What follows belongs to an exercise in optimizing a design on an open flow for small area and a short achievable clock period; a production flow would make more cautious choices. RTL that was checked went through simulation tests only; none was proved equivalent to the original. No activity file was given, so power comes from the tool's default toggle rates.

==> inputs of build 47 <==
==> flow/design.v <==
module sdp_1clk_ram #(
  parameter int P_DATA_WIDTH = 9,
  parameter int P_DEPTH      = 63
) (
  input  logic                    clk_i,
  input  logic                    wr_i,
  input  logic [P_DATA_WIDTH-1:0] data_wr_i,
  input  logic [P_DEPTH-1:0]      sel_i,
  output logic [P_DATA_WIDTH-1:0] data_rd_o
);
  logic [P_DEPTH*P_DATA_WIDTH-1:0] sh_q;
  always_ff @(posedge clk_i)
    if (wr_i) sh_q <= {sh_q[(P_DEPTH-1)*P_DATA_WIDTH-1:0], data_wr_i};
  always_comb begin
    data_rd_o = '0;
    for (int i = 0; i < P_DEPTH; i++)
      data_rd_o = data_rd_o | ({P_DATA_WIDTH{sel_i[i]}} & sh_q[i*P_DATA_WIDTH +: P_DATA_WIDTH]);
  end
endmodule
module sync_fifo_core #(
  parameter int P_DATA_WIDTH = 9
) (
  input  logic clk_i,
  input  logic rst_i,
  input  logic wr_i,                         
  input  logic [P_DATA_WIDTH-1:0] data_i,
  input  logic rd_i,                         
  output logic [P_DATA_WIDTH-1:0] head_o,    
  output logic empty_o,                      
  output logic [P_DATA_WIDTH-1:0] head_n_o,  
  output logic empty_n_o                     
);
  localparam int D = 63;
  logic [7:0] lo;
  logic [8:0] hi;
  logic [P_DATA_WIDTH-1:0] head, nh, rdata, nh_n, head_n;
  logic empty;
  logic full, has_data, wrm, rdm, up, dn, empty_n, sh_en, nh_from_in;
  logic [D-1:0] sel;
  assign full       = hi[8];
  assign wrm        = wr_i & ~full;
  assign rdm        = (rd_i | empty) & has_data;
  assign up         = wrm & ~rdm;
  assign dn         = rdm & ~wrm;
  assign empty_n    = ~rdm & (rd_i | empty);
  assign head_n     = rdm ? nh : head;
  assign nh_from_in = hi[0] & (rdm ? lo[1] : lo[0]);
  assign sh_en      = wrm & ~nh_from_in;
  assign nh_n       = nh_from_in ? data_i : (rdm ? rdata : nh);
  always_comb
    for (int i = 0; i < D; i++) sel[i] = lo[(i + 2) % 8] & hi[(i + 2) / 8];
  sdp_1clk_ram #(.P_DATA_WIDTH(P_DATA_WIDTH), .P_DEPTH(D)) u_ram (
    .clk_i    (clk_i),
    .wr_i     (sh_en),
    .data_wr_i(data_i),
    .sel_i    (sel),
    .data_rd_o(rdata)
  );
  always_ff @(posedge clk_i) begin
    if (rst_i) begin
      lo       <= 8'd1;
      hi       <= 9'd1;
      has_data <= 1'b0;
      empty <= 1'b1;
    end else begin
      if (up) begin
        lo <= {lo[6:0], lo[7]};
        if (lo[7]) hi <= {hi[7:0], 1'b0};
      end else if (dn) begin
        lo <= {lo[0], lo[7:1]};
        if (lo[0]) hi <= {1'b0, hi[8:1]};
      end
      has_data <= up | (has_data & ~(dn & hi[0] & lo[1]));
      empty <= empty_n;
    end
  end
  always_ff @(posedge clk_i) begin
    head <= head_n;
    nh   <= nh_n;
  end
  assign head_o    = head;
  assign empty_o   = empty;
  assign head_n_o  = head_n;
  assign empty_n_o = empty_n;
endmodule
module arbiter #(
  parameter int P_WIDTH = 3
) (
  input  logic               clk_i,
  input  logic               rst_i,
  input  logic [P_WIDTH-1:0] request_n_i,  
  output logic [P_WIDTH-1:0] grant_o,      
  output logic [P_WIDTH-1:0] grant_n_o     
);
  logic [P_WIDTH-1:0] grant_q, prio_q, prio_n, hold, rr;
  logic [P_WIDTH*2-1:0] carry;
  assign prio_n = (|grant_q) ? {grant_q[P_WIDTH-2:0], grant_q[P_WIDTH-1]} : prio_q;
  always_comb begin
    for (int i = 0; i < P_WIDTH*2; i++) begin
      if (i == 0) carry[i] = 1'b0;
      else        carry[i] = ~request_n_i[(i-1)%P_WIDTH] & (carry[i-1] | prio_n[(i-1)%P_WIDTH]);
    end
  end
  assign rr        = request_n_i & (carry[P_WIDTH*2-1:P_WIDTH] | carry[P_WIDTH-1:0] | prio_n);
  assign hold      = request_n_i & grant_q;
  assign grant_n_o = (|hold) ? hold : rr;
  always_ff @(posedge clk_i) begin
    if (rst_i) begin
      grant_q <= '0;
      prio_q  <= P_WIDTH'(1);
    end else begin
      grant_q <= grant_n_o;
      prio_q  <= prio_n;
    end
  end
  assign grant_o = grant_q;
endmodule
module crossbar #(
  parameter int P_QUEUE_ADDR_WIDTH = 6
) (
  input  logic clk_i,
  input  logic rst_i,
  input  logic [3:0][7:0] rx_data,
  input  logic [3:0]      rx_done,
  input  logic [3:0][2:0] rx_dest,
  output logic [3:0][7:0] tx_data,
  output logic [3:0]      tx_ctrl
);
  logic [11:0]     empty, empty_n, vdone, req_n, grant, grant_n, wr;
  logic [11:0][8:0] head, head_n;
  logic [3:0][3:0] cd, cd_n;
  logic [3:0][7:0] txd_n, txd_q;
  logic [3:0]      txc_q;
  genvar tx, k;
  generate
    for (tx = 0; tx < 4; tx++) begin: g_tx
      for (k = 0; k < 3; k++) begin: g_q
        localparam int RX = (k >= tx) ? (k + 1) : k;
        localparam int Q  = 3*tx + k;
        assign wr[Q] = (rx_dest[RX] == 3'(tx)) || (rx_dest[RX] == 3'd4);
        sync_fifo_core #(.P_DATA_WIDTH(9)) u_q (
          .clk_i    (clk_i),
          .rst_i    (rst_i),
          .wr_i     (wr[Q]),
          .data_i   ({rx_done[RX], rx_data[RX]}),
          .rd_i     (grant[Q]),
          .head_o   (head[Q]),
          .empty_o  (empty[Q]),
          .head_n_o (head_n[Q]),
          .empty_n_o(empty_n[Q])
        );
        assign vdone[Q] = ~empty[Q] & head[Q][8];
      end
      assign cd_n[tx] = (cd[tx] != 4'd0) ? (cd[tx] - 4'd1) :
                        ((|vdone[3*tx +: 3]) ? 4'd12 : 4'd0);
      assign req_n[3*tx +: 3] = {3{cd_n[tx] == 4'd0}} & ~empty_n[3*tx +: 3] & ~vdone[3*tx +: 3];
      arbiter #(.P_WIDTH(3)) u_arb (
        .clk_i      (clk_i),
        .rst_i      (rst_i),
        .request_n_i(req_n[3*tx +: 3]),
        .grant_o    (grant[3*tx +: 3]),
        .grant_n_o  (grant_n[3*tx +: 3])
      );
      assign txd_n[tx] = ({8{grant_n[3*tx+0]}} & head_n[3*tx+0][7:0]) |
                         ({8{grant_n[3*tx+1]}} & head_n[3*tx+1][7:0]) |
                         ({8{grant_n[3*tx+2]}} & head_n[3*tx+2][7:0]);
      always_ff @(posedge clk_i) begin
        if (rst_i) begin
          cd[tx]    <= 4'd0;
          txd_q[tx] <= 8'd0;
          txc_q[tx] <= 1'b0;
        end else begin
          cd[tx]    <= cd_n[tx];
          txd_q[tx] <= txd_n[tx];
          txc_q[tx] <= |grant_n[3*tx +: 3];
        end
      end
    end
  endgenerate
  assign tx_data = txd_q;
  assign tx_ctrl = txc_q;
endmodule
module crossbar_top (
  input  logic        clk_i,
  input  logic        rst_i,
  input  logic [31:0] rx_data,   
  input  logic [3:0]  rx_done,   
  input  logic [11:0] rx_dest,   
  output logic [31:0] tx_data,   
  output logic [3:0]  tx_ctrl    
);
  crossbar #(.P_QUEUE_ADDR_WIDTH(6)) u_crossbar (
    .clk_i  (clk_i),
    .rst_i  (rst_i),
    .rx_data(rx_data),
    .rx_done(rx_done),
    .rx_dest(rx_dest),
    .tx_data(tx_data),
    .tx_ctrl(tx_ctrl)
  );
endmodule
==> flow/run.sh <==
#!/bin/bash
# synth_recipe.tcl (not shown) runs the flow's synth.tcl, then flattens the netlist and writes it again
# the make line also repeats each setting of config.mk as NAME=value (left out here)
make -C /OpenROAD-flow-scripts/flow DESIGN_CONFIG=/design/flow/config.mk WORK_HOME=/design/flow/orfs CLKGATE_MAP_FILE= SYNTH_SCRIPT=/design/flow/synth_recipe.tcl finish
==> flow/config.mk <==
export PLATFORM = sky130hd
export DESIGN_NAME = crossbar_top
export DESIGN_NICKNAME = crossbar_top
export VERILOG_FILES = /design/flow/design.v
export SDC_FILE = /design/flow/constraint.sdc
export NUM_CORES = 4
export LEC_CHECK = 0
export CAP_MARGIN = 20
export CORE_MARGIN = 2
export CORE_UTILIZATION = 55
export CTS_CLUSTER_DIAMETER = 80
export CTS_CLUSTER_SIZE = 30
export SETUP_SLACK_MARGIN = 2.8
export SLEW_MARGIN = 20
==> flow/constraint.sdc <==
create_clock -name core_clock -period 5.5 [get_ports {clk_i}]
set_input_delay 1.1000 -clock core_clock [delete_from_list [all_inputs] [get_ports {clk_i}]]
set_output_delay 1.1000 -clock core_clock [all_outputs]
set_load 0.01 [all_outputs]
==> build 67: changes against build 47 <==
--- a/flow/design.v
+++ b/flow/design.v
@@ -32,22 +32,25 @@
 );
   localparam int D = 63;
-  logic [7:0] lo;
-  logic [8:0] hi;
+  logic [6:0] cnt, cnt_inc, cnt_dec;
   logic [P_DATA_WIDTH-1:0] head, nh, rdata, nh_n, head_n;
   logic empty;
-  logic full, has_data, wrm, rdm, up, dn, empty_n, sh_en, nh_from_in;
+  logic full, has_data, wrm, rdm, empty_n, sh_en, nh_from_in;
   logic [D-1:0] sel;
-  assign full       = hi[8];
+  always_comb
+    for (int i = 0; i < 7; i++) begin
+      cnt_inc[i] = cnt[i] ^ ((cnt & 7'((1 << i) - 1)) == 7'((1 << i) - 1));
+      cnt_dec[i] = cnt[i] ^ ((cnt & 7'((1 << i) - 1)) == 7'd0);
+    end
+  assign full       = cnt[6];
+  assign has_data   = (cnt != 7'd0);
   assign wrm        = wr_i & ~full;
   assign rdm        = (rd_i | empty) & has_data;
-  assign up         = wrm & ~rdm;
-  assign dn         = rdm & ~wrm;
   assign empty_n    = ~rdm & (rd_i | empty);
   assign head_n     = rdm ? nh : head;
-  assign nh_from_in = hi[0] & (rdm ? lo[1] : lo[0]);
+  assign nh_from_in = rdm ? (cnt == 7'd1) : (cnt == 7'd0);
   assign sh_en      = wrm & ~nh_from_in;
   assign nh_n       = nh_from_in ? data_i : (rdm ? rdata : nh);
   always_comb
-    for (int i = 0; i < D; i++) sel[i] = lo[(i + 2) % 8] & hi[(i + 2) / 8];
+    for (int i = 0; i < D; i++) sel[i] = (cnt == 7'(i + 2));
   sdp_1clk_ram #(.P_DATA_WIDTH(P_DATA_WIDTH), .P_DEPTH(D)) u_ram (
     .clk_i    (clk_i),
@@ -59,17 +62,9 @@
   always_ff @(posedge clk_i) begin
     if (rst_i) begin
-      lo       <= 8'd1;
-      hi       <= 9'd1;
-      has_data <= 1'b0;
+      cnt   <= 7'd0;
       empty <= 1'b1;
     end else begin
-      if (up) begin
-        lo <= {lo[6:0], lo[7]};
-        if (lo[7]) hi <= {hi[7:0], 1'b0};
-      end else if (dn) begin
-        lo <= {lo[0], lo[7:1]};
-        if (lo[0]) hi <= {1'b0, hi[8:1]};
-      end
-      has_data <= up | (has_data & ~(dn & hi[0] & lo[1]));
+      if (wrm & ~rdm)      cnt <= cnt_inc;
+      else if (rdm & ~wrm) cnt <= cnt_dec;
       empty <= empty_n;
     end
--- a/flow/config.mk
+++ b/flow/config.mk
@@ -6,9 +6,10 @@
 export NUM_CORES = 4
 export LEC_CHECK = 0
+export ABC_CLOCK_PERIOD_IN_PS = 2000
 export CAP_MARGIN = 20
 export CORE_MARGIN = 2
-export CORE_UTILIZATION = 55
+export CORE_UTILIZATION = 60
 export CTS_CLUSTER_DIAMETER = 80
 export CTS_CLUSTER_SIZE = 30
-export SETUP_SLACK_MARGIN = 2.8
+export SETUP_SLACK_MARGIN = 2.5
 export SLEW_MARGIN = 20
==> comparison table <==
| metric | build 67 | build 47 |
|---|---|---|
| Post-Synth Adder-Cell Area | 0.000562 | 0.00110 |
| Post-Synthesis Mean Instance Area | 17.5 um2 | 16.8 um2 |
| Result of the run | no timing/DRC/antenna violations | no timing/DRC/antenna violations |
| Distinct cell type count after synthesis | 90 | 86 |
| Min Tclk post-route | 3.07 ns | 2.81 ns |
| Clk pwr | 27400 uW | 30400 uW |
| Total global-route track usage | 0.347 | 0.302 |
| # nets final | 15600 | 16000 |
| Xor and xnor fraction of the mapped netlist area | 0.00243 | 0.000193 |
| Die X | 671 um | 708 um |
| Startpoint of the most critical hold path | u_crossbar.g_tx[3].g_q[1].u_q.nh[8] | u_crossbar.g_tx[1].g_q[2].u_q.nh[8] |
| Critical Path Stages | 5 | 1 |
| Tcrit/Tclk final | 0.557 | 0.511 |
| Number of antenna violations at the first check in global routing | 47 | 37 |
| Combinational group share of total power | 0.249 | 0.123 |
| Number of placed instances, taps included | 20900 | 22100 |
| Critical Path Slowest Stage Cell | sky130_fd_sc_hd__nor3_1 | sky130_fd_sc_hd__dfxtp_4 |
| Maximum clock frequency | 0.326 GHz | 0.355 GHz |
| GRT Max-Usage Layer | met1 | met2 |
| Post-route design area | 291000 um2 | 295000 um2 |
| Total internal power | 97000 uW | 82800 uW |
| Share of the synthesized area in the top cell type | 0.779 | 0.763 |
Function not checked in build 67: the RTL went through the layout flow alone.

## separate check: timing with driven ports
No port has a modelled driver above. Below, the same layouts with a new extraction and two added sets of constraints.
Step 1 sets driving cells, clkbuf_16 on the clock port and buf_2 on the other inputs (assumed; they add their load-dependent delay and slew).
Step 2 also shifts input and output timing later by t, the mid clock arrival at the registers, as if the neighbouring blocks saw the same clock.
Slacks: ideal ports / drivers / drivers and shift; pairs: ideal ports / drivers.
run	t, ns	setup WS [ns]	worst hold slack (ns)	worst slew at a driven data input, ns	pins driven straight from the clock port
build 47	1.128	2.687 / 2.565 / 1.619	0.430 / 0.430 / 0.430	0.33	1
build 67	1.119	2.434 / 2.442 / 1.413	0.434 / 0.434 / 0.434	0.28	1
After both steps every run listed still meets setup and hold. For build 47, which loses most, drivers alone change the setup slack by -0.122 ns; drivers and shift together by -1.068 ns.
